Background: an optimization exercise with open tools, aiming at small area and a short achievable clock period. Do not read the settings as production practice.
The RTL of this run was laid out without a check of its function.
No activity file was given, so power comes from the tool's default toggle rates.

$ cat flow/flow/run.sh
#!/bin/bash
set -e
export BUFFER_PORTS_ARGS="-buffer_cell sky130_fd_sc_hd__buf_1"
export CTS_ARGS="-sink_clustering_enable -repair_clock_nets -dont_use_dummy_load"
bash standard.sh synth > synth.log 2>&1
DOWNSIZE_ODB=orfs/results/sky130hd/glyph_top/base/1_synth.odb openroad -no_init -exit -threads 1 flow/downsize.tcl > downsize.log 2>&1 || true
sed -n '/downsize:/p' downsize.log
bash standard.sh > standard.log 2>&1
$ cat flow/flow/downsize.tcl
# Swap every combinational cell of the synthesized netlist to the smallest
# drive strength of its family (same function and pins). Registers keep their
# cells. Timing has tens of ns of slack here; repair_design restores slew and
# capacitance limits later in the flow.
set odb $::env(DOWNSIZE_ODB)
read_db $odb
set db [ord::get_db]
set block [ord::get_db_block]
set masters {}
foreach lib [$db getLibs] {
  foreach m [$lib getMasters] {
    dict set masters [$m getName] $m
  }
}
proc pins {m} {
  set l {}
  foreach t [$m getMTerms] { lappend l [$t getName] }
  return [lsort $l]
}
set swapped 0
set saved 0
foreach inst [$block getInsts] {
  set m [$inst getMaster]
  set name [$m getName]
  if {![regexp {^(sky130_fd_sc_hd__[a-z0-9]+)_([0-9]+)$} $name -> base size]} { continue }
  if {[regexp {df|dl|sdf|edf|clk|bufinv|bufbuf|conb|tap|fill|decap|probe|lpflow} $base]} { continue }
  set best $m
  set barea [expr {[$m getWidth] * [$m getHeight]}]
  dict for {n cand} $masters {
    if {![regexp "^${base}_\[0-9\]+\$" $n]} { continue }
    if {[pins $cand] ne [pins $m]} { continue }
    set a [expr {[$cand getWidth] * [$cand getHeight]}]
    if {$a < $barea} { set best $cand; set barea $a }
  }
  if {$best ne $m} {
    set saved [expr {$saved + [$m getWidth] * [$m getHeight] - $barea}]
    $inst swapMaster $best
    incr swapped
  }
}
puts "downsize: swapped $swapped cells, saved [expr {$saved / 1e6}] um2"
write_db $odb
$ cat flow/standard.sh
#!/bin/bash
# synth_recipe.tcl (not shown) runs the flow's synth.tcl, then flattens the netlist and writes it again
# the make line also repeats each setting of config.mk as NAME=value (left out here)
make -C /OpenROAD-flow-scripts/flow DESIGN_CONFIG=/design/flow/config.mk WORK_HOME=/design/flow/orfs CLKGATE_MAP_FILE= SYNTH_SCRIPT=/design/flow/synth_recipe.tcl "${@:-finish}"
$ cat flow/config.mk
export PLATFORM = sky130hd
export DESIGN_NAME = glyph_top
export DESIGN_NICKNAME = glyph_top
export VERILOG_FILES = /design/flow/design.v
export SDC_FILE = /design/flow/constraint.sdc
export NUM_CORES = 4
export LEC_CHECK = 0
export ABC_AREA = 1
export CAP_MARGIN = 20
export CORE_MARGIN = 2
export CORE_UTILIZATION = 40
export SLEW_MARGIN = 20
$ cat flow/constraint.sdc
create_clock -name core_clock -period 80.0 [get_ports {clk}]
set_input_delay 16.0000 -clock core_clock [delete_from_list [all_inputs] [get_ports {clk}]]
set_output_delay 16.0000 -clock core_clock [all_outputs]
set_load 0.01 [all_outputs]
$ cat flow/design.v
module glyph_top (
    input            clk,
    input      [7:0] character_generator,
    input      [9:0] x,
    input      [9:0] y,
    input      [9:0] base_x,
    input      [9:0] base_y,
    output reg       pixel
);
    reg [7:0] ch_r;
    reg [9:0] x_r, y_r, bx_r, by_r;
    wire      pix;
    acelerometro_generator gen (
        .character_generator(ch_r),
        .x(x_r),
        .y(y_r),
        .base_x(bx_r),
        .base_y(by_r),
        .pixel(pix)
    );
    always @(posedge clk) begin
        ch_r  <= character_generator;
        x_r   <= x;
        y_r   <= y;
        bx_r  <= base_x;
        by_r  <= base_y;
        pixel <= pix;
    end
endmodule

module acelerometro_generator(
    input [7:0] character_generator,
    input [9:0] x,
    input [9:0] y,
    input [9:0] base_x,
    input [9:0] base_y,
    output pixel
);
    wire new_n50;
    wire new_n51;
    wire new_n52;
    wire new_n53;
    wire new_n54;
    wire new_n55;
    wire new_n56;
    wire new_n57;
    wire new_n58;
    wire new_n59;
    wire new_n60;
    wire new_n61;
    wire new_n62;
    wire new_n63;
    wire new_n64;
    wire new_n65;
    wire new_n66;
    wire new_n67;
    wire new_n68;
    wire new_n69;
    wire new_n70;
    wire new_n71;
    wire new_n72;
    wire new_n73;
    wire new_n74;
    wire new_n75;
    wire new_n76;
    wire new_n77;
    wire new_n78;
    wire new_n79;
    wire new_n80;
    wire new_n81;
    wire new_n82;
    wire new_n83;
    wire new_n84;
    wire new_n85;
    wire new_n86;
    wire new_n87;
    wire new_n88;
    wire new_n89;
    wire new_n90;
    wire new_n91;
    wire new_n92;
    wire new_n93;
    wire new_n94;
    wire new_n95;
    wire new_n96;
    wire new_n97;
    wire new_n98;
    wire new_n99;
    wire new_n100;
    wire new_n101;
    wire new_n102;
    wire new_n103;
    wire new_n104;
    wire new_n105;
    wire new_n106;
    wire new_n107;
    wire new_n108;
    wire new_n109;
    wire new_n110;
    wire new_n111;
    wire new_n112;
    wire new_n113;
    wire new_n114;
    wire new_n115;
    wire new_n116;
    wire new_n117;
    wire new_n118;
    wire new_n119;
    wire new_n120;
    wire new_n121;
    wire new_n122;
    wire new_n123;
    wire new_n124;
    wire new_n125;
    wire new_n126;
    wire new_n127;
    wire new_n128;
    wire new_n129;
    wire new_n130;
    wire new_n131;
    wire new_n132;
    wire new_n133;
    wire new_n134;
    wire new_n135;
    wire new_n136;
    wire new_n137;
    wire new_n138;
    wire new_n139;
    wire new_n140;
    wire new_n141;
    wire new_n142;
    wire new_n143;
    wire new_n144;
    wire new_n145;
    wire new_n146;
    wire new_n147;
    wire new_n148;
    wire new_n149;
    wire new_n150;
    wire new_n151;
    wire new_n152;
    wire new_n153;
    wire new_n154;
    wire new_n155;
    wire new_n156;
    wire new_n157;
    wire new_n158;
    wire new_n159;
    wire new_n160;
    wire new_n161;
    wire new_n162;
    wire new_n163;
    wire new_n164;
    wire new_n165;
    wire new_n166;
    wire new_n167;
    wire new_n168;
    wire new_n169;
    wire new_n170;
    wire new_n171;
    wire new_n172;
    wire new_n173;
    wire new_n174;
    wire new_n175;
    wire new_n176;
    wire new_n177;
    wire new_n178;
    wire new_n179;
    wire new_n180;
    wire new_n181;
    wire new_n182;
    wire new_n183;
    wire new_n184;
    wire new_n185;
    wire new_n186;
    wire new_n187;
    wire new_n188;
    wire new_n189;
    wire new_n190;
    wire new_n191;
    wire new_n192;
    wire new_n193;
    wire new_n194;
    wire new_n195;
    wire new_n196;
    wire new_n197;
    wire new_n198;
    wire new_n199;
    wire new_n200;
    wire new_n201;
    wire new_n202;
    wire new_n203;
    wire new_n204;
    wire new_n205;
    wire new_n206;
    wire new_n207;
    wire new_n208;
    wire new_n209;
    wire new_n210;
    wire new_n211;
    wire new_n212;
    wire new_n213;
    wire new_n214;
    wire new_n215;
    wire new_n216;
    wire new_n217;
    wire new_n218;
    wire new_n219;
    wire new_n220;
    wire new_n221;
    wire new_n222;
    wire new_n223;
    wire new_n224;
    wire new_n225;
    wire new_n226;
    wire new_n227;
    wire new_n228;
    wire new_n229;
    wire new_n230;
    wire new_n231;
    wire new_n232;
    wire new_n233;
    wire new_n234;
    wire new_n235;
    wire new_n236;
    wire new_n237;
    wire new_n238;
    wire new_n239;
    wire new_n240;
    wire new_n241;
    wire new_n242;
    wire new_n243;
    wire new_n244;
    wire new_n245;
    wire new_n246;
    wire new_n247;
    wire new_n248;
    wire new_n249;
    wire new_n250;
    wire new_n251;
    wire new_n252;
    wire new_n253;
    wire new_n254;
    wire new_n255;
    wire new_n256;
    wire new_n257;
    wire new_n258;
    wire new_n259;
    wire new_n260;
    wire new_n261;
    wire new_n262;
    wire new_n263;
    wire new_n264;
    wire new_n265;
    wire new_n266;
    wire new_n267;
    wire new_n268;
    wire new_n269;
    wire new_n270;
    wire new_n271;
    wire new_n272;
    wire new_n273;
    wire new_n274;
    wire new_n275;
    wire new_n276;
    wire new_n277;
    wire new_n278;
    wire new_n279;
    wire new_n280;
    wire new_n281;
    wire new_n282;
    wire new_n283;
    wire new_n284;
    wire new_n285;
    wire new_n286;
    wire new_n287;
    wire new_n288;
    wire new_n289;
    wire new_n290;
    wire new_n291;
    wire new_n292;
    wire new_n293;
    wire new_n294;
    wire new_n295;
    wire new_n296;
    wire new_n297;
    wire new_n298;
    wire new_n299;
    wire new_n300;
    wire new_n301;
    wire new_n302;
    wire new_n303;
    wire new_n304;
    wire new_n305;
    wire new_n306;
    wire new_n307;
    wire new_n308;
    wire new_n309;
    wire new_n310;
    wire new_n311;
    wire new_n312;
    wire new_n313;
    wire new_n314;
    wire new_n315;
    wire new_n316;
    wire new_n317;
    wire new_n318;
    wire new_n319;
    wire new_n320;
    wire new_n321;
    wire new_n322;
    wire new_n323;
    wire new_n324;
    wire new_n325;
    wire new_n326;
    wire new_n327;
    wire new_n328;
    wire new_n329;
    wire new_n330;
    wire new_n331;
    wire new_n332;
    wire new_n333;
    wire new_n334;
    wire new_n335;
    wire new_n336;
    wire new_n337;
    wire new_n338;
    wire new_n339;
    wire new_n340;
    wire new_n341;
    wire new_n342;
    wire new_n343;
    wire new_n344;
    wire new_n345;
    wire new_n346;
    wire new_n347;
    wire new_n348;
    wire new_n349;
    wire new_n350;
    wire new_n351;
    wire new_n352;
    wire new_n353;
    wire new_n354;
    wire new_n355;
    wire new_n356;
    wire new_n357;
    wire new_n358;
    wire new_n359;
    wire new_n360;
    wire new_n361;
    wire new_n362;
    wire new_n363;
    wire new_n364;
    wire new_n365;
    wire new_n366;
    wire new_n367;
    wire new_n368;
    wire new_n369;
    wire new_n370;
    wire new_n371;
    wire new_n372;
    wire new_n373;
    wire new_n374;
    wire new_n375;
    wire new_n376;
    wire new_n377;
    wire new_n378;
    wire new_n379;
    wire new_n380;
    wire new_n381;
    wire new_n382;
    wire new_n383;
    wire new_n384;
    wire new_n385;
    wire new_n386;
    wire new_n387;
    wire new_n388;
    wire new_n389;
    wire new_n390;
    wire new_n391;
    wire new_n392;
    wire new_n393;
    wire new_n394;
    wire new_n395;
    wire new_n396;
    wire new_n397;
    wire new_n398;
    wire new_n399;
    wire new_n400;
    wire new_n401;
    wire new_n402;
    wire new_n403;
    wire new_n404;
    wire new_n405;
    wire new_n406;
    wire new_n407;
    wire new_n408;
    wire new_n409;
    wire new_n410;
    wire new_n411;
    wire new_n412;
    wire new_n413;
    wire new_n414;
    wire new_n415;
    wire new_n416;
    wire new_n417;
    wire new_n418;
    wire new_n419;
    wire new_n420;
    wire new_n421;
    wire new_n422;
    wire new_n423;
    wire new_n424;
    wire new_n425;
    wire new_n426;
    wire new_n427;
    wire new_n428;
    wire new_n429;
    wire new_n430;
    wire new_n431;
    wire new_n432;
    wire new_n433;
    wire new_n434;
    wire new_n435;
    wire new_n436;
    wire new_n437;
    wire new_n438;
    wire new_n439;
    wire new_n440;
    wire new_n441;
    wire new_n442;
    wire new_n443;
    wire new_n444;
    wire new_n445;
    wire new_n446;
    wire new_n447;
    wire new_n448;
    wire new_n449;
    wire new_n450;
    wire new_n451;
    wire new_n452;
    wire new_n453;
    wire new_n454;
    wire new_n455;
    wire new_n456;
    wire new_n457;
    wire new_n458;
    wire new_n459;
    wire new_n460;
    wire new_n461;
    wire new_n462;
    wire new_n463;
    wire new_n464;
    wire new_n465;
    wire new_n466;
    wire new_n467;
    wire new_n468;
    wire new_n469;
    wire new_n470;
    wire new_n471;
    wire new_n472;
    wire new_n473;
    wire new_n474;
    wire new_n475;
    wire new_n476;
    wire new_n477;
    wire new_n478;
    wire new_n479;
    wire new_n480;
    wire new_n481;
    wire new_n482;
    wire new_n483;
    wire new_n484;
    wire new_n485;
    wire new_n486;
    wire new_n487;
    wire new_n488;
    wire new_n489;
    wire new_n490;
    wire new_n491;
    wire new_n492;
    wire new_n493;
    wire new_n494;
    wire new_n495;
    wire new_n496;
    wire new_n497;
    wire new_n498;
    wire new_n499;
    wire new_n500;
    wire new_n501;
    wire new_n502;
    wire new_n503;
    wire new_n504;
    wire new_n505;
    wire new_n506;
    wire new_n507;
    wire new_n508;
    wire new_n509;
    wire new_n510;
    wire new_n511;
    wire new_n512;
    wire new_n513;
    wire new_n514;
    wire new_n515;
    wire new_n516;
    wire new_n517;
    wire new_n518;
    wire new_n519;
    wire new_n520;
    wire new_n521;
    wire new_n522;
    wire new_n523;
    wire new_n524;
    wire new_n525;
    wire new_n526;
    wire new_n527;
    wire new_n528;
    wire new_n529;
    wire new_n530;
    wire new_n531;
    wire new_n532;
    wire new_n533;
    wire new_n534;
    wire new_n535;
    wire new_n536;
    wire new_n537;
    wire new_n538;
    wire new_n539;
    wire new_n540;
    wire new_n541;
    wire new_n542;
    wire new_n543;
    wire new_n544;
    wire new_n545;
    wire new_n546;
    wire new_n547;
    wire new_n548;
    wire new_n549;
    wire new_n550;
    wire new_n551;
    wire new_n552;
    wire new_n553;
    wire new_n554;
    wire new_n555;
    wire new_n556;
    wire new_n557;
    wire new_n558;
    wire new_n559;
    wire new_n560;
    wire new_n561;
    wire new_n562;
    wire new_n563;
    wire new_n564;
    wire new_n565;
    wire new_n566;
    wire new_n567;
    wire new_n568;
    wire new_n569;
    wire new_n570;
    wire new_n571;
    wire new_n572;
    wire new_n573;
    assign new_n50 = character_generator[4] & ~character_generator[7];
    assign new_n51 = ~character_generator[2] & character_generator[3];
    assign new_n52 = ~character_generator[5] & character_generator[6];
    assign new_n53 = new_n51 & new_n52;
    assign new_n54 = new_n50 & new_n53;
    assign new_n55 = ~character_generator[0] & character_generator[1];
    assign new_n56 = new_n54 & new_n55;
    assign new_n57 = ~x[1] & base_x[1];
    assign new_n58 = ~x[0] & base_x[0];
    assign new_n59 = x[1] & ~base_x[1];
    assign new_n60 = ~new_n57 & ~new_n59;
    assign new_n61 = new_n58 & new_n60;
    assign new_n62 = ~new_n57 & ~new_n61;
    assign new_n63 = ~x[2] & base_x[2];
    assign new_n64 = x[2] & ~base_x[2];
    assign new_n65 = ~new_n63 & ~new_n64;
    assign new_n66 = ~new_n62 & new_n65;
    assign new_n67 = new_n62 & ~new_n65;
    assign new_n68 = ~new_n66 & ~new_n67;
    assign new_n69 = ~y[2] & base_y[2];
    assign new_n70 = y[2] & ~base_y[2];
    assign new_n71 = ~new_n69 & ~new_n70;
    assign new_n72 = ~y[1] & base_y[1];
    assign new_n73 = y[1] & ~base_y[1];
    assign new_n74 = ~y[0] & base_y[0];
    assign new_n75 = ~new_n73 & new_n74;
    assign new_n76 = ~new_n72 & ~new_n75;
    assign new_n77 = new_n71 & ~new_n76;
    assign new_n78 = ~new_n71 & new_n76;
    assign new_n79 = ~new_n77 & ~new_n78;
    assign new_n80 = ~new_n72 & ~new_n73;
    assign new_n81 = new_n74 & ~new_n80;
    assign new_n82 = ~new_n74 & new_n80;
    assign new_n83 = ~new_n81 & ~new_n82;
    assign new_n84 = y[0] & ~base_y[0];
    assign new_n85 = ~new_n74 & ~new_n84;
    assign new_n86 = x[0] & ~base_x[0];
    assign new_n87 = ~new_n58 & ~new_n86;
    assign new_n88 = ~new_n85 & ~new_n87;
    assign new_n89 = new_n83 & new_n88;
    assign new_n90 = ~new_n83 & ~new_n88;
    assign new_n91 = ~new_n58 & ~new_n60;
    assign new_n92 = ~new_n61 & ~new_n91;
    assign new_n93 = ~new_n90 & ~new_n92;
    assign new_n94 = ~new_n89 & ~new_n93;
    assign new_n95 = new_n79 & new_n94;
    assign new_n96 = ~new_n79 & ~new_n94;
    assign new_n97 = new_n56 & ~new_n96;
    assign new_n98 = ~new_n95 & new_n97;
    assign new_n99 = new_n68 & ~new_n98;
    assign new_n100 = ~new_n68 & new_n98;
    assign new_n101 = ~new_n99 & ~new_n100;
    assign new_n102 = ~new_n69 & ~new_n77;
    assign new_n103 = ~y[3] & base_y[3];
    assign new_n104 = y[3] & ~base_y[3];
    assign new_n105 = ~new_n103 & ~new_n104;
    assign new_n106 = ~new_n102 & new_n105;
    assign new_n107 = new_n102 & ~new_n105;
    assign new_n108 = ~new_n106 & ~new_n107;
    assign new_n109 = ~new_n103 & ~new_n106;
    assign new_n110 = ~y[4] & base_y[4];
    assign new_n111 = y[4] & ~base_y[4];
    assign new_n112 = ~new_n110 & ~new_n111;
    assign new_n113 = ~new_n109 & new_n112;
    assign new_n114 = new_n109 & ~new_n112;
    assign new_n115 = ~new_n113 & ~new_n114;
    assign new_n116 = ~new_n79 & new_n115;
    assign new_n117 = new_n108 & ~new_n116;
    assign new_n118 = ~new_n83 & new_n108;
    assign new_n119 = new_n79 & ~new_n83;
    assign new_n120 = ~new_n115 & new_n119;
    assign new_n121 = ~new_n118 & ~new_n120;
    assign new_n122 = ~new_n117 & new_n121;
    assign new_n123 = new_n83 & new_n108;
    assign new_n124 = new_n79 & ~new_n115;
    assign new_n125 = ~new_n85 & new_n124;
    assign new_n126 = ~new_n85 & ~new_n116;
    assign new_n127 = ~new_n124 & ~new_n126;
    assign new_n128 = ~new_n125 & ~new_n127;
    assign new_n129 = new_n123 & new_n128;
    assign new_n130 = new_n85 & new_n116;
    assign new_n131 = ~new_n83 & ~new_n108;
    assign new_n132 = ~new_n130 & new_n131;
    assign new_n133 = new_n127 & new_n132;
    assign new_n134 = ~new_n129 & ~new_n133;
    assign new_n135 = ~new_n110 & ~new_n113;
    assign new_n136 = y[5] & ~base_y[5];
    assign new_n137 = ~y[5] & base_y[5];
    assign new_n138 = ~new_n136 & ~new_n137;
    assign new_n139 = new_n135 & ~new_n138;
    assign new_n140 = ~new_n135 & new_n138;
    assign new_n141 = ~new_n139 & ~new_n140;
    assign new_n142 = ~new_n79 & ~new_n131;
    assign new_n143 = ~new_n85 & ~new_n142;
    assign new_n144 = ~new_n123 & ~new_n131;
    assign new_n145 = ~new_n119 & ~new_n144;
    assign new_n146 = ~new_n143 & new_n145;
    assign new_n147 = new_n141 & ~new_n146;
    assign new_n148 = ~new_n127 & new_n144;
    assign new_n149 = new_n147 & ~new_n148;
    assign new_n150 = new_n134 & new_n149;
    assign new_n151 = ~y[6] & base_y[6];
    assign new_n152 = y[6] & ~base_y[6];
    assign new_n153 = ~new_n151 & ~new_n152;
    assign new_n154 = new_n135 & ~new_n137;
    assign new_n155 = ~new_n136 & ~new_n154;
    assign new_n156 = new_n153 & new_n155;
    assign new_n157 = ~new_n153 & ~new_n155;
    assign new_n158 = ~new_n156 & ~new_n157;
    assign new_n159 = new_n141 & new_n144;
    assign new_n160 = new_n128 & new_n159;
    assign new_n161 = new_n123 & new_n130;
    assign new_n162 = ~new_n160 & ~new_n161;
    assign new_n163 = ~new_n158 & ~new_n162;
    assign new_n164 = ~new_n134 & ~new_n141;
    assign new_n165 = ~new_n123 & ~new_n128;
    assign new_n166 = new_n150 & new_n165;
    assign new_n167 = ~new_n164 & ~new_n166;
    assign new_n168 = new_n158 & ~new_n167;
    assign new_n169 = ~new_n130 & new_n168;
    assign new_n170 = ~new_n163 & ~new_n169;
    assign new_n171 = new_n150 & new_n170;
    assign new_n172 = new_n148 & new_n158;
    assign new_n173 = new_n134 & new_n146;
    assign new_n174 = ~new_n172 & ~new_n173;
    assign new_n175 = ~new_n141 & ~new_n174;
    assign new_n176 = ~new_n171 & ~new_n175;
    assign new_n177 = ~new_n116 & ~new_n124;
    assign new_n178 = ~new_n119 & ~new_n142;
    assign new_n179 = ~new_n147 & ~new_n178;
    assign new_n180 = new_n123 & ~new_n141;
    assign new_n181 = ~new_n115 & ~new_n131;
    assign new_n182 = ~new_n180 & new_n181;
    assign new_n183 = ~new_n179 & ~new_n182;
    assign new_n184 = ~new_n177 & ~new_n183;
    assign new_n185 = ~new_n141 & new_n184;
    assign new_n186 = ~new_n176 & new_n185;
    assign new_n187 = new_n131 & new_n141;
    assign new_n188 = new_n177 & new_n187;
    assign new_n189 = ~new_n184 & ~new_n188;
    assign new_n190 = new_n158 & ~new_n189;
    assign new_n191 = new_n141 & ~new_n190;
    assign new_n192 = ~new_n186 & ~new_n191;
    assign new_n193 = ~new_n122 & new_n192;
    assign new_n194 = new_n122 & ~new_n192;
    assign new_n195 = ~new_n193 & ~new_n194;
    assign new_n196 = new_n101 & new_n195;
    assign new_n197 = ~new_n63 & ~new_n66;
    assign new_n198 = ~x[3] & base_x[3];
    assign new_n199 = x[3] & ~base_x[3];
    assign new_n200 = ~new_n198 & ~new_n199;
    assign new_n201 = ~new_n197 & new_n200;
    assign new_n202 = new_n197 & ~new_n200;
    assign new_n203 = ~new_n201 & ~new_n202;
    assign new_n204 = new_n115 & new_n141;
    assign new_n205 = ~new_n158 & ~new_n204;
    assign new_n206 = new_n141 & new_n158;
    assign new_n207 = ~new_n79 & ~new_n115;
    assign new_n208 = ~new_n108 & ~new_n115;
    assign new_n209 = ~new_n207 & ~new_n208;
    assign new_n210 = new_n206 & new_n209;
    assign new_n211 = ~new_n205 & ~new_n210;
    assign new_n212 = new_n108 & new_n115;
    assign new_n213 = ~new_n141 & ~new_n212;
    assign new_n214 = ~new_n108 & new_n207;
    assign new_n215 = new_n213 & ~new_n214;
    assign new_n216 = new_n211 & ~new_n215;
    assign new_n217 = ~new_n203 & new_n216;
    assign new_n218 = new_n203 & ~new_n216;
    assign new_n219 = ~new_n217 & ~new_n218;
    assign new_n220 = ~new_n68 & ~new_n95;
    assign new_n221 = ~new_n96 & ~new_n220;
    assign new_n222 = new_n108 & new_n221;
    assign new_n223 = ~new_n108 & ~new_n221;
    assign new_n224 = new_n56 & ~new_n223;
    assign new_n225 = ~new_n222 & new_n224;
    assign new_n226 = new_n219 & new_n225;
    assign new_n227 = ~new_n219 & ~new_n225;
    assign new_n228 = ~new_n226 & ~new_n227;
    assign new_n229 = ~new_n196 & ~new_n228;
    assign new_n230 = ~new_n141 & ~new_n158;
    assign new_n231 = ~new_n206 & ~new_n230;
    assign new_n232 = ~new_n134 & ~new_n231;
    assign new_n233 = new_n176 & ~new_n232;
    assign new_n234 = ~new_n85 & ~new_n167;
    assign new_n235 = ~new_n158 & new_n189;
    assign new_n236 = ~new_n190 & ~new_n235;
    assign new_n237 = ~new_n116 & ~new_n167;
    assign new_n238 = ~new_n236 & ~new_n237;
    assign new_n239 = ~new_n234 & ~new_n238;
    assign new_n240 = character_generator[1] & ~new_n89;
    assign new_n241 = ~new_n90 & new_n240;
    assign new_n242 = new_n60 & ~new_n241;
    assign new_n243 = ~new_n60 & new_n241;
    assign new_n244 = ~new_n242 & ~new_n243;
    assign new_n245 = new_n239 & new_n244;
    assign new_n246 = ~new_n239 & ~new_n244;
    assign new_n247 = ~new_n245 & ~new_n246;
    assign new_n248 = new_n87 & new_n247;
    assign new_n249 = ~new_n233 & new_n248;
    assign new_n250 = ~new_n101 & ~new_n195;
    assign new_n251 = ~new_n58 & ~new_n247;
    assign new_n252 = new_n58 & new_n247;
    assign new_n253 = ~new_n251 & ~new_n252;
    assign new_n254 = ~new_n239 & ~new_n253;
    assign new_n255 = ~new_n250 & ~new_n254;
    assign new_n256 = ~new_n249 & new_n255;
    assign new_n257 = new_n229 & ~new_n256;
    assign new_n258 = new_n216 & new_n228;
    assign new_n259 = ~new_n257 & ~new_n258;
    assign new_n260 = ~new_n158 & new_n204;
    assign new_n261 = ~new_n213 & ~new_n260;
    assign new_n262 = ~new_n198 & ~new_n201;
    assign new_n263 = ~x[4] & base_x[4];
    assign new_n264 = x[4] & ~base_x[4];
    assign new_n265 = ~new_n263 & ~new_n264;
    assign new_n266 = ~new_n262 & new_n265;
    assign new_n267 = new_n262 & ~new_n265;
    assign new_n268 = ~new_n266 & ~new_n267;
    assign new_n269 = ~new_n203 & ~new_n222;
    assign new_n270 = ~new_n223 & ~new_n269;
    assign new_n271 = ~new_n115 & ~new_n270;
    assign new_n272 = new_n115 & new_n270;
    assign new_n273 = new_n56 & ~new_n272;
    assign new_n274 = ~new_n271 & new_n273;
    assign new_n275 = new_n268 & new_n274;
    assign new_n276 = ~new_n268 & ~new_n274;
    assign new_n277 = ~new_n275 & ~new_n276;
    assign new_n278 = ~new_n261 & new_n277;
    assign new_n279 = new_n261 & ~new_n277;
    assign new_n280 = ~new_n278 & ~new_n279;
    assign new_n281 = ~new_n259 & new_n280;
    assign new_n282 = new_n259 & ~new_n280;
    assign new_n283 = ~new_n281 & ~new_n282;
    assign new_n284 = ~new_n263 & ~new_n266;
    assign new_n285 = ~x[5] & base_x[5];
    assign new_n286 = x[5] & ~base_x[5];
    assign new_n287 = ~new_n285 & ~new_n286;
    assign new_n288 = ~new_n284 & new_n287;
    assign new_n289 = new_n284 & ~new_n287;
    assign new_n290 = ~new_n288 & ~new_n289;
    assign new_n291 = ~new_n158 & ~new_n290;
    assign new_n292 = ~new_n283 & ~new_n291;
    assign new_n293 = new_n56 & ~new_n292;
    assign new_n294 = ~new_n285 & ~new_n288;
    assign new_n295 = ~x[6] & base_x[6];
    assign new_n296 = x[6] & ~base_x[6];
    assign new_n297 = ~new_n295 & ~new_n296;
    assign new_n298 = new_n294 & new_n297;
    assign new_n299 = ~new_n294 & ~new_n297;
    assign new_n300 = ~new_n298 & ~new_n299;
    assign new_n301 = ~new_n293 & new_n300;
    assign new_n302 = new_n56 & ~new_n211;
    assign new_n303 = new_n268 & new_n302;
    assign new_n304 = new_n293 & ~new_n300;
    assign new_n305 = ~new_n303 & ~new_n304;
    assign new_n306 = ~new_n301 & new_n305;
    assign new_n307 = new_n268 & ~new_n271;
    assign new_n308 = ~new_n272 & ~new_n307;
    assign new_n309 = new_n141 & ~new_n308;
    assign new_n310 = ~new_n141 & new_n308;
    assign new_n311 = character_generator[1] & ~new_n310;
    assign new_n312 = ~new_n309 & new_n311;
    assign new_n313 = ~new_n205 & ~new_n290;
    assign new_n314 = new_n312 & ~new_n313;
    assign new_n315 = ~new_n312 & new_n313;
    assign new_n316 = new_n205 & new_n290;
    assign new_n317 = ~new_n315 & ~new_n316;
    assign new_n318 = ~new_n314 & new_n317;
    assign new_n319 = ~new_n278 & ~new_n281;
    assign new_n320 = ~new_n318 & new_n319;
    assign new_n321 = new_n318 & ~new_n319;
    assign new_n322 = ~new_n320 & ~new_n321;
    assign new_n323 = new_n306 & new_n322;
    assign new_n324 = ~new_n229 & ~new_n249;
    assign new_n325 = ~new_n254 & new_n324;
    assign new_n326 = new_n228 & ~new_n250;
    assign new_n327 = ~new_n257 & ~new_n326;
    assign new_n328 = ~new_n325 & new_n327;
    assign new_n329 = ~new_n196 & ~new_n255;
    assign new_n330 = new_n228 & ~new_n329;
    assign new_n331 = ~new_n256 & ~new_n324;
    assign new_n332 = ~new_n330 & ~new_n331;
    assign new_n333 = ~new_n87 & new_n233;
    assign new_n334 = ~character_generator[0] & new_n253;
    assign new_n335 = ~new_n333 & new_n334;
    assign new_n336 = new_n332 & new_n335;
    assign new_n337 = ~new_n328 & ~new_n336;
    assign new_n338 = ~new_n283 & new_n337;
    assign new_n339 = new_n323 & ~new_n338;
    assign new_n340 = new_n79 & new_n118;
    assign new_n341 = ~new_n115 & ~new_n340;
    assign new_n342 = ~new_n141 & new_n341;
    assign new_n343 = new_n158 & ~new_n342;
    assign new_n344 = character_generator[0] & ~new_n343;
    assign new_n345 = ~new_n261 & ~new_n268;
    assign new_n346 = new_n261 & new_n268;
    assign new_n347 = ~new_n345 & ~new_n346;
    assign new_n348 = ~new_n217 & ~new_n347;
    assign new_n349 = new_n217 & new_n347;
    assign new_n350 = ~new_n348 & ~new_n349;
    assign new_n351 = ~new_n68 & ~new_n195;
    assign new_n352 = ~new_n92 & ~new_n239;
    assign new_n353 = new_n92 & new_n239;
    assign new_n354 = ~new_n87 & ~new_n353;
    assign new_n355 = ~new_n233 & new_n354;
    assign new_n356 = ~new_n352 & ~new_n355;
    assign new_n357 = ~character_generator[0] & ~new_n170;
    assign new_n358 = new_n248 & new_n357;
    assign new_n359 = new_n356 & new_n358;
    assign new_n360 = ~new_n351 & new_n359;
    assign new_n361 = new_n68 & new_n195;
    assign new_n362 = new_n219 & ~new_n361;
    assign new_n363 = ~new_n360 & new_n362;
    assign new_n364 = ~new_n219 & ~new_n351;
    assign new_n365 = ~new_n356 & ~new_n358;
    assign new_n366 = ~new_n364 & new_n365;
    assign new_n367 = ~new_n363 & ~new_n366;
    assign new_n368 = new_n350 & ~new_n367;
    assign new_n369 = new_n87 & new_n233;
    assign new_n370 = ~character_generator[0] & new_n170;
    assign new_n371 = ~new_n253 & new_n370;
    assign new_n372 = ~new_n369 & new_n371;
    assign new_n373 = new_n356 & ~new_n372;
    assign new_n374 = ~new_n361 & ~new_n373;
    assign new_n375 = ~new_n350 & ~new_n374;
    assign new_n376 = new_n364 & new_n375;
    assign new_n377 = ~new_n345 & ~new_n349;
    assign new_n378 = new_n318 & new_n377;
    assign new_n379 = ~new_n318 & ~new_n377;
    assign new_n380 = ~new_n300 & ~new_n379;
    assign new_n381 = ~new_n378 & new_n380;
    assign new_n382 = ~new_n376 & new_n381;
    assign new_n383 = ~new_n368 & new_n382;
    assign new_n384 = ~new_n344 & ~new_n383;
    assign new_n385 = ~new_n339 & new_n384;
    assign new_n386 = new_n68 & new_n203;
    assign new_n387 = ~new_n268 & ~new_n386;
    assign new_n388 = new_n290 & ~new_n387;
    assign new_n389 = ~new_n203 & ~new_n290;
    assign new_n390 = ~new_n268 & ~new_n290;
    assign new_n391 = ~new_n389 & ~new_n390;
    assign new_n392 = ~new_n388 & new_n391;
    assign new_n393 = ~new_n300 & new_n392;
    assign new_n394 = new_n344 & ~new_n393;
    assign new_n395 = ~character_generator[1] & new_n54;
    assign new_n396 = ~new_n394 & new_n395;
    assign new_n397 = ~new_n385 & new_n396;
    assign new_n398 = new_n85 & new_n87;
    assign new_n399 = ~new_n88 & ~new_n398;
    assign new_n400 = new_n233 & new_n399;
    assign new_n401 = new_n170 & ~new_n400;
    assign new_n402 = ~new_n253 & ~new_n401;
    assign new_n403 = new_n332 & ~new_n402;
    assign new_n404 = new_n328 & new_n403;
    assign new_n405 = new_n306 & ~new_n404;
    assign new_n406 = ~new_n283 & ~new_n405;
    assign new_n407 = ~new_n328 & ~new_n403;
    assign new_n408 = new_n322 & ~new_n407;
    assign new_n409 = new_n283 & ~new_n408;
    assign new_n410 = new_n80 & new_n85;
    assign new_n411 = new_n79 & new_n212;
    assign new_n412 = new_n410 & new_n411;
    assign new_n413 = new_n207 & ~new_n410;
    assign new_n414 = ~new_n208 & ~new_n413;
    assign new_n415 = ~new_n412 & new_n414;
    assign new_n416 = base_x[3] & ~new_n415;
    assign new_n417 = new_n85 & ~new_n108;
    assign new_n418 = ~base_x[0] & ~new_n417;
    assign new_n419 = base_x[1] & ~new_n418;
    assign new_n420 = ~base_x[0] & ~new_n79;
    assign new_n421 = ~new_n85 & new_n123;
    assign new_n422 = ~new_n420 & ~new_n421;
    assign new_n423 = base_x[0] & new_n79;
    assign new_n424 = ~base_x[1] & ~new_n423;
    assign new_n425 = ~new_n422 & new_n424;
    assign new_n426 = new_n108 & ~new_n410;
    assign new_n427 = ~new_n178 & ~new_n426;
    assign new_n428 = ~new_n425 & ~new_n427;
    assign new_n429 = ~new_n419 & ~new_n428;
    assign new_n430 = ~base_x[2] & new_n429;
    assign new_n431 = ~new_n416 & new_n430;
    assign new_n432 = base_x[2] & ~new_n415;
    assign new_n433 = ~new_n429 & new_n432;
    assign new_n434 = ~base_x[3] & ~new_n433;
    assign new_n435 = ~new_n195 & new_n434;
    assign new_n436 = ~new_n431 & ~new_n435;
    assign new_n437 = ~base_x[4] & ~base_x[5];
    assign new_n438 = ~base_x[6] & ~base_x[7];
    assign new_n439 = ~base_x[8] & ~base_x[9];
    assign new_n440 = new_n438 & new_n439;
    assign new_n441 = new_n437 & new_n440;
    assign new_n442 = new_n205 & new_n441;
    assign new_n443 = ~new_n436 & new_n442;
    assign new_n444 = new_n168 & new_n340;
    assign new_n445 = x[7] & ~base_x[7];
    assign new_n446 = ~x[7] & base_x[7];
    assign new_n447 = ~new_n445 & ~new_n446;
    assign new_n448 = ~new_n296 & new_n447;
    assign new_n449 = new_n296 & ~new_n447;
    assign new_n450 = ~new_n448 & ~new_n449;
    assign new_n451 = ~new_n268 & new_n450;
    assign new_n452 = new_n300 & new_n451;
    assign new_n453 = new_n56 & ~new_n452;
    assign new_n454 = ~new_n444 & new_n453;
    assign new_n455 = ~new_n443 & new_n454;
    assign new_n456 = ~new_n409 & new_n455;
    assign new_n457 = ~new_n323 & new_n456;
    assign new_n458 = ~new_n406 & new_n457;
    assign new_n459 = new_n211 & new_n391;
    assign new_n460 = new_n343 & ~new_n459;
    assign new_n461 = character_generator[0] & new_n215;
    assign new_n462 = ~new_n460 & ~new_n461;
    assign new_n463 = ~character_generator[2] & ~new_n462;
    assign new_n464 = ~new_n205 & ~new_n388;
    assign new_n465 = ~character_generator[0] & ~new_n464;
    assign new_n466 = ~new_n343 & new_n465;
    assign new_n467 = ~new_n463 & ~new_n466;
    assign new_n468 = character_generator[1] & ~new_n467;
    assign new_n469 = new_n343 & new_n388;
    assign new_n470 = ~new_n215 & ~new_n469;
    assign new_n471 = character_generator[0] & character_generator[1];
    assign new_n472 = character_generator[2] & ~new_n471;
    assign new_n473 = ~new_n470 & new_n472;
    assign new_n474 = character_generator[0] & ~character_generator[1];
    assign new_n475 = ~new_n55 & ~new_n474;
    assign new_n476 = character_generator[2] & ~new_n343;
    assign new_n477 = ~new_n475 & ~new_n476;
    assign new_n478 = ~new_n391 & ~new_n477;
    assign new_n479 = character_generator[2] & ~new_n474;
    assign new_n480 = new_n205 & ~new_n479;
    assign new_n481 = character_generator[0] & character_generator[2];
    assign new_n482 = new_n210 & new_n481;
    assign new_n483 = ~new_n480 & ~new_n482;
    assign new_n484 = ~new_n478 & new_n483;
    assign new_n485 = ~new_n473 & new_n484;
    assign new_n486 = ~new_n468 & new_n485;
    assign new_n487 = ~character_generator[3] & ~new_n486;
    assign new_n488 = new_n391 & new_n470;
    assign new_n489 = character_generator[3] & ~new_n488;
    assign new_n490 = character_generator[0] & ~character_generator[3];
    assign new_n491 = ~new_n210 & ~new_n490;
    assign new_n492 = new_n392 & ~new_n491;
    assign new_n493 = ~new_n465 & ~new_n492;
    assign new_n494 = ~new_n489 & new_n493;
    assign new_n495 = ~character_generator[1] & ~character_generator[2];
    assign new_n496 = ~new_n494 & new_n495;
    assign new_n497 = ~new_n487 & ~new_n496;
    assign new_n498 = character_generator[5] & ~character_generator[6];
    assign new_n499 = new_n50 & new_n498;
    assign new_n500 = ~new_n497 & new_n499;
    assign new_n501 = character_generator[4] & new_n231;
    assign new_n502 = ~new_n215 & ~new_n501;
    assign new_n503 = new_n118 & new_n205;
    assign new_n504 = character_generator[4] & ~new_n415;
    assign new_n505 = ~new_n503 & new_n504;
    assign new_n506 = new_n159 & new_n411;
    assign new_n507 = ~character_generator[1] & character_generator[3];
    assign new_n508 = ~character_generator[7] & new_n507;
    assign new_n509 = new_n481 & new_n498;
    assign new_n510 = new_n508 & new_n509;
    assign new_n511 = ~new_n506 & new_n510;
    assign new_n512 = ~new_n505 & new_n511;
    assign new_n513 = ~new_n502 & new_n512;
    assign new_n514 = ~new_n302 & ~new_n513;
    assign new_n515 = ~new_n500 & new_n514;
    assign new_n516 = ~new_n68 & ~new_n203;
    assign new_n517 = new_n390 & new_n516;
    assign new_n518 = ~new_n300 & ~new_n517;
    assign new_n519 = ~new_n515 & new_n518;
    assign new_n520 = ~new_n458 & ~new_n519;
    assign new_n521 = ~new_n397 & new_n520;
    assign new_n522 = ~new_n158 & new_n300;
    assign new_n523 = x[9] & ~base_x[9];
    assign new_n524 = ~x[9] & base_x[9];
    assign new_n525 = ~new_n523 & ~new_n524;
    assign new_n526 = x[8] & ~new_n446;
    assign new_n527 = base_x[8] & ~new_n526;
    assign new_n528 = new_n525 & ~new_n527;
    assign new_n529 = ~x[8] & new_n446;
    assign new_n530 = new_n523 & new_n529;
    assign new_n531 = ~new_n528 & ~new_n530;
    assign new_n532 = new_n445 & ~new_n531;
    assign new_n533 = x[8] & ~base_x[8];
    assign new_n534 = ~new_n525 & ~new_n533;
    assign new_n535 = ~x[8] & base_x[8];
    assign new_n536 = ~new_n533 & ~new_n535;
    assign new_n537 = ~new_n445 & ~new_n536;
    assign new_n538 = ~new_n534 & ~new_n537;
    assign new_n539 = ~new_n532 & new_n538;
    assign new_n540 = ~new_n526 & ~new_n529;
    assign new_n541 = ~base_x[8] & ~new_n540;
    assign new_n542 = ~new_n531 & ~new_n541;
    assign new_n543 = new_n285 & ~new_n296;
    assign new_n544 = ~new_n295 & ~new_n543;
    assign new_n545 = new_n542 & new_n544;
    assign new_n546 = new_n539 & ~new_n545;
    assign new_n547 = ~new_n522 & new_n546;
    assign new_n548 = new_n230 & ~new_n411;
    assign new_n549 = ~new_n151 & ~new_n156;
    assign new_n550 = ~y[7] & base_y[7];
    assign new_n551 = y[7] & ~base_y[7];
    assign new_n552 = ~new_n550 & ~new_n551;
    assign new_n553 = ~new_n549 & new_n552;
    assign new_n554 = new_n549 & ~new_n552;
    assign new_n555 = new_n542 & ~new_n544;
    assign new_n556 = ~new_n539 & ~new_n555;
    assign new_n557 = y[9] & ~base_y[9];
    assign new_n558 = y[8] & ~new_n550;
    assign new_n559 = base_y[8] & ~new_n558;
    assign new_n560 = ~y[9] & base_y[9];
    assign new_n561 = ~new_n559 & ~new_n560;
    assign new_n562 = ~new_n557 & ~new_n561;
    assign new_n563 = ~y[8] & new_n550;
    assign new_n564 = ~new_n558 & ~new_n563;
    assign new_n565 = ~base_y[8] & ~new_n564;
    assign new_n566 = new_n557 & ~new_n563;
    assign new_n567 = ~new_n565 & ~new_n566;
    assign new_n568 = ~new_n562 & new_n567;
    assign new_n569 = ~new_n556 & new_n568;
    assign new_n570 = ~new_n554 & new_n569;
    assign new_n571 = ~new_n553 & new_n570;
    assign new_n572 = ~new_n548 & new_n571;
    assign new_n573 = ~new_n547 & new_n572;
    assign pixel = ~new_n521 & new_n573;
endmodule
==> notes.md <==
power by group:
group / total (mW) / internal (mW) / switching [mW]
clock: 0.0127 / 0.00564 / 0.00709
sequential: 0.0264 / 0.0257 / 0.000707
combinational: 0.0442 / 0.0149 / 0.0294
state kept, by name, summed over array words and instances (netlist names):
| register | count |
|---|---|
| by_r | 10 |
| x_r | 10 |
| y_r | 10 |
| ch_r | 8 |
| bx_r | 10 |
| pixel | 1 |
worst min path at each step:
stage	slack (ns)	end	depth (start not counted)	start
6_report	0.82	pixel	7	ch_r[7]
3_5_place_dp	0.81	pixel	6	by_r[8]
2_1_floorplan	0.67	pixel	7	ch_r[7]
3_3_place_gp	0.80	pixel	7	ch_r[7]
4_1_cts	0.82	pixel	7	ch_r[7]
5_1_grt	0.90	pixel	7	ch_r[7]
tightest hold or removal path, stage by stage (launching register included):
cell and delay (ns):
dfxtp_1 0.34, nor3_1 0.08, nand2_1 0.06, a21oi_1 0.04
nand2_1 0.08, nand3_1 0.08, nand2_1 0.06, inv_1 0.04
routing by layer:
layer	vias to the layer above	global-route usage (%)	share of wire, %
li1	1489	-	-
met1	1279	22.0	47
met2	83	29.9	46
met3	10	2.50	4.4
met4	0	5.39	1.8
met5	-	0	0
layout make-up:
class | instances | share of cell area [%]
Multi-Input combinational cell | 293 | 52.2
Inverter | 88 | 9.33
Sequential cell | 49 | 27.7
Tap cell | 102 | 3.61
Clock buffer | 5 | 1.94
Timing Repair Buffer | 49 | 5.20
through the flow:
step                      power, mW  instance area (um^2)  utilization [%]
after floorplan              0.0604                  3170                -
after global placement       0.0702                  3470             45.1
after detailed placement     0.0705                  3470             45.1
after CTS                    0.0837                  3540             46.0
after global routing         0.0921                  3540             46.0
final                        0.0834                  3540             46.0
==> results_dict.tcl <==
set metrics [dict create \
    ctsHoldBuffers 0 \
    layout_common_cells "nand2_1 (105), inv_1 (84), dfxtp_1 (49), buf_1 (49), nand3_1 (39)" \
    synth_warnings 1 \
    worstSetupStartpointType "flop" \
    grt_usage_pct 17.2 \
    cpLargestDelayFamily "flip-flops" \
    setup.worst_path.class "flop to output pin" \
    cp-end-kind "output pin" \
    fin_nets 579 \
    clock_latency_ns 0.30 \
    io_pins 50 \
    wl_um 6990 \
    r2r_setup_slack_ns 73.39 \
    grt_pass1_vias 2734 \
    place_inst 581 \
    drtPass1Iterations 5 \
    dieWidth_um 93.0 \
    crit_arrival_ns 0.72 \
    cts_sinks 49 \
    cp_cell_sequence "buf_1" \
    antenna_found_initial 0 \
    setup_viol 0 \
    dp_hpwl_um 5840 \
    num_vias 2861 \
    path_max_fanout 1 \
    worstReg2RegEnd "pixel" \
    max_slew_margin_pct 66.3 \
    drt_iter0_markers 210 \
    fin_worst_skew_ns 0.0244 \
    critPathLaunch "pixel" \
    fillers 811 \
    worstPathRequired_ns 64.00 \
    avgSynthCellArea_um2 7.33 \
    min_path_type "flop to flop" \
    wl_per_cell_um 11.9 \
    period_share_pct 20.9 \
    grt.overflow.total 0 \
    syn2layout_area_growth_pct 11.8 \
    grt_pass1_wl_um 11900 \
    drive_above_1_share_pct 1.86 \
    rows 32 \
    io_buffers 49 \
    final_cells 586 \
    final-hold-violation-count 0 \
    cts_tree "done" \
    period_minus_slack_ns 16.72 \
    multiInputGateArea_um2 1850 \
    start_util_pct 41.2 \
    dp_slack_ns 63.58 \
    antenna_left 0 \
    setup_tns_ns 0 \
    ctsResizeCount 0 \
    drcViolationCount 0 \
    die-area_um2 8640 \
    reg2regPathDepth 38 \
    cts-root-buf "clkbuf_8" \
    die_y_um 93.0 \
    p_leak_nw 1.80 \
    cp-endpoint "pixel" \
    vias_per_cell 4.88 \
    syn_area_um2 3170 \
    setup_slack_ns 63.28 \
    timing.fmax_mhz 59.8 \
    core-area_um2 7690 \
    cts.path.max_buffers 2 \
    synth_nets 525 \
    reg2reg_from "y_r[0]" \
    vdd_ir_drop_max_mv 0.0122 \
    mostFrequentLayoutCell "nand2_1" \
    path_depth 1 \
    power_density_nw_per_um2 23.5 \
    clk_pin_slew_ns 0.06 \
    final-seq-area_um2 981 \
    maxCapViolations 0 \
    htreeDepth 2 \
    cp_num_buf_inv 1 \
    status "no timing/DRC/antenna violations" \
    grt_max_degree 17 \
    critPathSlowestCell "dfxtp_1" \
    gp_congestion 0.948 \
    max_stage_delay_ns 0.30 \
    postSynthCellCount 432 \
    timing.hold.ws_ns 0.824 \
    rsz0062_at_grt "no" \
    cts_setup_buffers 0 \
    finalMaxSlewViolations 0 \
    cts_buffers 5 \
    diodes 0 \
    worst_pin_slew_ns 0.504 \
]

-- separate check: timing with driven ports --
The results above use ideal ports. As a check the final layout listed here was re-extracted and re-timed, cells and wires unchanged. Step 1: set_driving_cell puts a clkbuf_16 on clk and a buf_2 on each other input, an assumption about the parent block. Step 2, shift: input delay + t, output delay - t, t = (earliest + latest rising clock arrival at the registers) / 2. This alone moves slack from input paths to output paths. Three values: ideal, step 1, step 2; two values: the first two.
t (ns): 0.319
slack for setup (ns): 63.279 / 63.251 / 63.570
hold WS [ns]: 0.824 / 0.824 / 0.824
worst setup path after step 2: register to output
clock arrival spread, ns: 0.025 / 0.025
After both steps this run still meets setup and hold. For this run, drivers alone change the setup slack by -0.028 ns; drivers and shift together by +0.291 ns.
